This is an optimization exercise on Yosys and OpenROAD, whose aim is small area, a short achievable clock period and few clock cycles, not a production implementation.
The RTL was checked by simulation tests, not by an equivalence proof against the original design.

## flow/design.v (module list and top-level ports; edited modules follow where they fit)
// module goldschmidt_divider: 107 lines
// module gs_mac_n: 417 lines
// module gs_mac_d: 369 lines
// module gs_add43: 183 lines
// module gs_add39: 163 lines
module goldschmidt_divider (
    input wire clk,
    input wire rst_n,
    input wire start,
    input wire [15:0] numerator,       
    input wire [15:0] denominator,     
    output wire [15:0] quotient,       
    output reg valid,
    output wire error
);
  // ...
==> flow/flow/run.sh <==
#!/bin/bash
# The standard layout (standard.sh), with one change to synthesis:
# SYNTH_ARGS=-noabc skips the quick ABC pass inside Yosys's "synth" fine
# stage, so extract_fa sees the adder trees as written and maps them to
# full adders without inverters between them.  Registers, their names and
# cell types are those of the standard synthesis; the final ABC mapping,
# floorplan, placement, CTS, routing and constraints are the standard ones.
set -euo pipefail
bash standard.sh SYNTH_ARGS=-noabc finish > standard.log 2>&1
==> flow/standard.sh <==
#!/bin/bash
# synth_recipe.tcl (not shown) runs the flow's synth.tcl, then flattens the netlist and writes it again
# the make line also repeats each setting of config.mk as NAME=value (left out here)
make -C /OpenROAD-flow-scripts/flow DESIGN_CONFIG=/design/flow/config.mk WORK_HOME=/design/flow/orfs CLKGATE_MAP_FILE= SYNTH_SCRIPT=/design/flow/synth_recipe.tcl "${@:-finish}"
==> flow/config.mk <==
export PLATFORM = sky130hd
export DESIGN_NAME = goldschmidt_divider
export DESIGN_NICKNAME = goldschmidt_divider
export VERILOG_FILES = /design/flow/design.v
export SDC_FILE = /design/flow/constraint.sdc
export NUM_CORES = 4
export LEC_CHECK = 0
export ABC_AREA = 1
export CAP_MARGIN = 20
export CORE_MARGIN = 2
export CORE_UTILIZATION = 50
export CTS_BUF_LIST = sky130_fd_sc_hd__clkbuf_4 sky130_fd_sc_hd__clkbuf_8
export SETUP_SLACK_MARGIN = 5
export SLEW_MARGIN = 20
==> flow/constraint.sdc <==
create_clock -name core_clock -period 11.0 [get_ports {clk}]
set_input_delay 2.2000 -clock core_clock [delete_from_list [all_inputs] [get_ports {clk}]]
set_output_delay 2.2000 -clock core_clock [all_outputs]
set_load 0.01 [all_outputs]
==> results.py, run 1 <==
metrics = {
    "run_status": {
        "status": "finished clean",
    },
    "detailed_routing": {
        "wl_met3_mm": 6.84,
        "routed.top_layer": "met5",
        "first_pass_iters": 5,
    },
    "placement": {
        "io_buffers": 52,
        "place_hpwl_mm": 63.4,
        "placedCellCount": 3678,
    },
    "logic_synthesis": {
        "yosys_warnings": 1,
        "synth_area_um2": 25600,
        "avgSynthCellArea_um2": 8.18,
        "synth_top_family_by_area": "adder cells",
        "synth_adder_area_share_pct": 33.1,
        "synthTopCellsByArea": "fa_1 26%, xor2_1 13%, o22ai_1 9.2%, dfxtp_1 8.9%, ha_1 7.5%",
    },
    "floorplanning": {
        "die_area_um2": 53100,
        "rows": 82,
    },
    "global_routing": {
        "use_met1_pct": 44.4,
        "grt_pass1_vias": 22967,
        "grt_use_met3_pct": 5.42,
    },
    "finish": {
        "fin_area_um2": 28200,
        "non_clock_buffer_count": 165,
        "bufAreaShareNonClock_pct": 5.77,
        "nClkBuffers": 17,
        "final_nets": 3632,
        "area_growth_syn_to_layout_pct": 9.99,
        "ff_latch_area_um2": 3800,
    },
    "min_path": {
        "hold_depth": 1,
    },
    "timing": {
        "rsz0062_at_grt": "yes",
        "layout_setup_ws_ns": 5.06,
        "hold_violations": 0,
        "post-route-period-util_pct": 54.0,
        "whs_ns": 0.521,
    },
    "setup_path": {
        "critPathSlowestCell": "dfxtp_1",
        "slowest_delay_ns": 0.56,
        "startpoint": "accn[26]$_DFF_P_",
        "worstPathRequired_ns": 8.80,
    },
}
Testbench counts, summed over its fixed seeds: cycles 112,000.
==> module goldschmidt_divider, before the edit <==
module goldschmidt_divider (
    input wire clk,
    input wire rst_n,
    input wire start,
    input wire [15:0] numerator,       
    input wire [15:0] denominator,     
    output wire [15:0] quotient,       
    output reg valid,
    output wire error
);
reg        busy;
reg [2:0]  cnt;
reg [28:0] xn;       
reg [29:0] accn;
reg [24:0] xd;       
reg [25:0] accd;
reg [11:0] yh;       
reg [6:0]  one_n, two_n, neg_n;
reg [3:0]  lz;       
reg        eq, dz, d3one;
wire [2:0] cnt_nx = busy ? cnt + 3'd1 : 3'd0;
wire       fin    = cnt[0];      
wire [42:0] sumn;
wire [38:0] sumd;
gs_mac_n mn (.a(accn), .x({xn, 1'b0}), .one(one_n), .two(two_n), .neg(neg_n), .s(sumn));
gs_mac_d md (.a(accd), .x({xd, 1'b0}), .one(one_n), .two(two_n), .neg(neg_n), .s(sumd));
function [20:0] booth;       
    input [12:0] v;
    reg [15:0] w;
    integer i;
    begin
        w = {2'b00, v, 1'b0};
        for (i = 0; i < 7; i = i + 1) begin
            booth[i]      = w[2*i+1] ^ w[2*i];
            booth[7 + i]  = (w[2*i+2] & ~w[2*i+1] & ~w[2*i]) | (~w[2*i+2] & w[2*i+1] & w[2*i]);
            booth[14 + i] = w[2*i+2] & ~(w[2*i+1] & w[2*i]);
        end
    end
endfunction
wire [12:0] nxdig = ~sumd[24:12];    
wire [20:0] bnext = !busy ? booth(f0m1) : fin ? booth({1'b0, yh}) : booth(nxdig);
wire [15:0] d = denominator;
wire        z3 = (d[15:8] == 8'd0);
wire [15:0] d3 = z3 ? {d[7:0], 8'd0} : d;
wire        z2 = (d3[15:12] == 4'd0);
wire [15:0] d2 = z2 ? {d3[11:0], 4'd0} : d3;
wire        z1 = (d2[15:14] == 2'd0);
wire [15:0] d1 = z1 ? {d2[13:0], 2'd0} : d2;
wire        z0 = ~d1[15];
wire [15:0] d0 = z0 ? {d1[14:0], 1'b0} : d1;
wire [11:0] dn = d0[15:4];
reg [12:0] f0m1;     
always @(*) begin
    case (dn[10:8])
        3'd0: f0m1 = 13'd8191;
        3'd1: f0m1 = 13'd7281;
        3'd2: f0m1 = 13'd6553;
        3'd3: f0m1 = 13'd5957;
        3'd4: f0m1 = 13'd5460;
        3'd5: f0m1 = 13'd5040;
        3'd6: f0m1 = 13'd4680;
        default: f0m1 = 13'd4368;
    endcase
end
reg  [10:0] xinc;
wire [18:0] n4lo = {1'b0, xn[17:0]} + {1'b0, accn[29:12]};
wire [28:0] n4   = {n4lo[18] ? xinc : xn[28:18], n4lo[17:0]};
wire [43:0] qsh = {15'd0, n4} << lz;
assign quotient = eq ? 16'h1000 : qsh[31:16];
assign error    = dz;
always @(posedge clk or negedge rst_n) begin
    if (!rst_n) begin
        busy  <= 1'b0;
        valid <= 1'b0;
    end else begin
        valid <= busy & (cnt == 3'd5);
        if (!busy)
            busy <= start;
        else if (cnt == 3'd5)
            busy <= 1'b0;
    end
end
always @(posedge clk) begin
    cnt <= cnt_nx;
    xinc <= xn[28:18] + 11'd1;
    {neg_n, two_n, one_n} <= bnext;
    if (!busy) begin
        xn   <= {2'd0, numerator, 11'd0};
        accn <= {2'd0, numerator, 12'd0};
        xd   <= {2'd0, dn, 11'd0};
        accd <= {2'd0, dn, 12'd0};
        lz   <= {z3, z2, z1, z0};
        eq   <= (numerator == denominator);
        dz   <= (denominator == 16'd0);
    end else if (fin) begin
        accn <= (cnt[2] & d3one) ? 30'd0 : sumn[42:13];
        accd <= sumd[38:13];
    end else begin
        xn   <= sumn[40:12];
        accn <= {sumn[40:12], 1'b0};
        xd   <= sumd[36:12];
        accd <= {sumd[36:12], 1'b0};
        yh   <= ~sumd[36:25];
        d3one <= sumd[36];
    end
end
endmodule
==> run 2, diff against run 1 <==
--- a/flow/design.v
+++ b/flow/design.v
@@ -62,9 +62,7 @@
         default: f0m1 = 13'd4368;
     endcase
 end
-reg  [10:0] xinc;
-wire [18:0] n4lo = {1'b0, xn[17:0]} + {1'b0, accn[29:12]};
-wire [28:0] n4   = {n4lo[18] ? xinc : xn[28:18], n4lo[17:0]};
+wire [28:0] n4   = xn + {11'd0, accn[29:12]};
 wire [43:0] qsh = {15'd0, n4} << lz;
 assign quotient = eq ? 16'h1000 : qsh[31:16];
 assign error    = dz;
@@ -82,7 +80,6 @@
 end
 always @(posedge clk) begin
     cnt <= cnt_nx;
-    xinc <= xn[28:18] + 11'd1;
     {neg_n, two_n, one_n} <= bnext;
     if (!busy) begin
         xn   <= {2'd0, numerator, 11'd0};
--- a/flow/config.mk
+++ b/flow/config.mk
@@ -9,6 +9,5 @@
 export CAP_MARGIN = 20
 export CORE_MARGIN = 2
 export CORE_UTILIZATION = 50
-export CTS_BUF_LIST = sky130_fd_sc_hd__clkbuf_4 sky130_fd_sc_hd__clkbuf_8
 export SETUP_SLACK_MARGIN = 5
 export SLEW_MARGIN = 20
==> results.py, run 2 <==
metrics = {
    "global_routing": {
        "grt_overflow_total": 0,
        "grt_antenna_before_repair": 1,
        "grt_usage_pct": 34.2,
        "grt_pass1_wl_mm": 139,
        "grt_max_degree": 74,
        "grt_pass1_vias": 23624,
    },
    "finish": {
        "reg.largest.list": "accn x29, xn x29",
        "area_growth_syn_to_layout_pct": 10.3,
        "fillers": 4800,
        "finish.utilization_pct": 55.5,
        "layoutNonFillerInstCount": 3871,
        "layout-drive-gt1-share_pct": 9.50,
        "layout_commonest_cell": "nand2_1",
        "ff_latch_area_um2": 3570,
        "multi_input_area_um2": 20500,
        "final_nets": 3693,
        "final_cell_mix": "563 x nand2_1, 369 x o22ai_1, 351 x xor2_1",
        "diodes": 0,
    },
    "floorplanning": {
        "die_area_um2": 53200,
        "coreArea_um2": 51000,
        "io_pins": 53,
        "die_h_um": 231,
        "initial_core_util_pct": 50.3,
        "die_width_um": 231,
        "rows": 83,
    },
    "setup_path": {
        "worstPathRequired_ns": 11.36,
        "cp-start-kind": "flop",
        "cp-end-kind": "flop",
        "crit_type": "flop to flop",
        "reg2reg_slack_ns": 5.10,
        "reg2reg_to": "accn[22]$_DFF_P_",
        "ff2ff_path_depth": 19,
        "crit_fanout": 14,
        "startpoint": "xn[11]$_DFFE_PP_",
        "r2r-start": "xn[11]$_DFFE_PP_",
        "crit_arrival_ns": 6.26,
    },
    "cts": {
        "cts_buffers": 17,
        "cts_tree": "yes",
        "clock-sinks": 152,
        "clkTransAtPathRegs_ns": 0.08,
        "insertion_delay_ns": 0.51,
        "cts_buffer_depth": 2,
        "htree_levels": 4,
        "holdBufCountCts": 0,
        "clk_root_buffer_cell": "clkbuf_16",
    },
    "logic_synthesis": {
        "synth_area_um2": 25700,
        "yosys.area.top_type": "fa_1",
        "seq_area_frac_synth_pct": 13.7,
        "yosys_warnings": 1,
        "synth_edf_count": 47,
        "synthCells": 3214,
        "avgSynthCellArea_um2": 7.99,
        "yosysTopAreaCellShare_pct": 25.5,
        "synth-seq-cells": 152,
        "syn-num-nets": 3729,
        "ys_top_cells_by_count": "569 x nand2_1, 371 x o22ai_1, 354 x xor2_1",
        "yosysMostFrequentCell": "nand2_1",
        "yosys.cell_types.count": 54,
        "synthTopCellsByArea": "fa_1 26%, xor2_1 12%, o22ai_1 9.0%, nand2_1 8.3%, dfxtp_1 8.0%",
        "synth_ff_type": "dfxtp_1",
        "async_flop_share_pct": 1.32,
    },
    "placement": {
        "gp_congestion": 0.945,
        "io_buffers": 52,
        "placedCellCount": 3770,
        "place_hpwl_mm": 66.5,
    },
    "detailed_routing": {
        "drt_iter0_drc": 2379,
        "vias": 23762,
        "drc": 0,
        "viasPerCell": 6.14,
        "wl_per_cell_um": 23.4,
        "drt-total-wl_mm": 90.5,
        "first_pass_iters": 8,
        "drt.antenna.violating_nets": 0,
    },
    "min_path": {
        "hp-start": "cnt[2]$_SDFF_PN0_",
        "hp-class": "flop to flop",
        "whs_endpoint": "valid$_DFF_PN0_",
        "hold_depth": 2,
    },
    "timing": {
        "rsz0062_at_grt": "yes",
        "slew_violations": 0,
        "fin_skew_ns": 0.0181,
        "max_freq_mhz": 169,
        "max_slew_margin_pct": 27.9,
        "hold_violations": 0,
        "setup_viol": 0,
        "period_needed_ns": 5.90,
        "tightest_slew_ns": 1.07,
        "final.setup.tns_ns": 0,
        "post-route-period-util_pct": 53.7,
    },
    "job": {
        "maxCapViolations": 0,
    },
    "run_status": {
        "status": "finished clean",
    },
}
run 2: critical path, cell delays in order (launching register included):
cell and delay [ns]:
edfxtp_1 0.44, inv_1 0.47, o22ai_1 0.16, xor2_1 0.20, fa_1 0.62, fa_1 0.46, fa_1 0.50, fa_1 0.49
ha_1 0.36, a21oi_1 0.16, o21ai_0 0.16, a21oi_2 0.28, o21ai_2 0.16, a21oi_1 0.20, nand2_2 0.17, fa_1 0.46
xor2_1 0.15, inv_1 0.07, o2bb2ai_1 0.07, o21bai_1 0.18
run 2: cell families (layout without fill, tap and decap cells):
group           count (synthesis)  after routing  share of synthesized area [%]
compound gates                624            624                           14.7
xor+xnor                      375            375                           12.8
fa+ha+maj                     480            480                           33.0
buf+inv                       518            495                           7.72
flops                         152            152                           13.7
mux                             2              2                         0.0780
simple gates                 1063           1063                           18.0
run 2: worst max path at each step:
stage	to	cells past startpoint	slack (ns)
after floorplan	accd[22]$_DFF_P_	21	5.01
after global placement	accn[21]$_DFF_P_	18	4.11
after detailed placement	two_n[3]$_DFF_P_	19	4.00
after CTS	accn[22]$_DFF_P_	20	5.00
after global routing	accn[22]$_DFF_P_	19	4.88
final	accn[22]$_DFF_P_	19	5.10
run 2: stage by stage:
stage                     area (um2)  hold slack [ns]  setup slack, ns
after global routing           28300            0.510             4.88
after floorplan                25700            0.441             5.01
after CTS                      27500            0.491             5.00
after detailed placement       26500            0.479             4.00
after global placement         26500            0.475             4.11
final                          28300            0.483             5.10
run 2: area by class of cell:
class                   count  area share, %
flip-flops and latches    152           12.6
clock buffers              17           1.50
repair inverters            1         0.0177
repair buffers            152           5.37
inverters                 310           4.50
well taps                 680           3.01
multi-input cells        2544           72.4
clock inverters            15          0.623
run 2: what timing repair did:
item / in CTS / in global routing
hold endpoints to repair: 0 / 0
endpoints found under the setup margin: 139 / 63
setup buffers: 16 / 51
gates resized for setup: 74 / 99
pin swaps: 1 / 3
cloned: 1 / 1
run 2: per-layer routing:
metal  vias up  routed length, um  track usage [%]
met5         -                 13                0
met4         2               5050             18.6
met3       247               7090             5.95
met2      1204              41500             54.1
met1     11563              36900             44.8
li1      10746                  -                -
Testbench counts of run 2, summed over its fixed seeds: cycles 112,000.

==> re-timing with driven ports <==
No port has a modelled driver above. Below, the same layouts with a new extraction and two added sets of constraints.
Step 1: set_driving_cell puts a clkbuf_16 on clk and a buf_2 on each other input, an assumption about the parent block.
Step 2 adds t to the input delays and takes it off the output delays; t is the mean of the earliest and latest rising clock arrival at the registers after step 1. Input paths then give back, and output paths get back, about the clock's delay inside the block.
a / b / c = ideal / step 1 / step 2; a / b = the first two.
run	shift t [ns]	slack for setup (ns)	worst hold slack (ns)	latest minus earliest clock arrival (ns)	worst slew at a driven data input, ns
run 1	0.631	5.057 / 4.999 / 5.141	0.521 / 0.521 / 0.521	0.029 / 0.029	0.05
run 2	0.557	5.096 / 5.095 / 5.096	0.483 / 0.483 / 0.483	0.018 / 0.018	0.04
After both steps setup and hold are still met in every run listed.
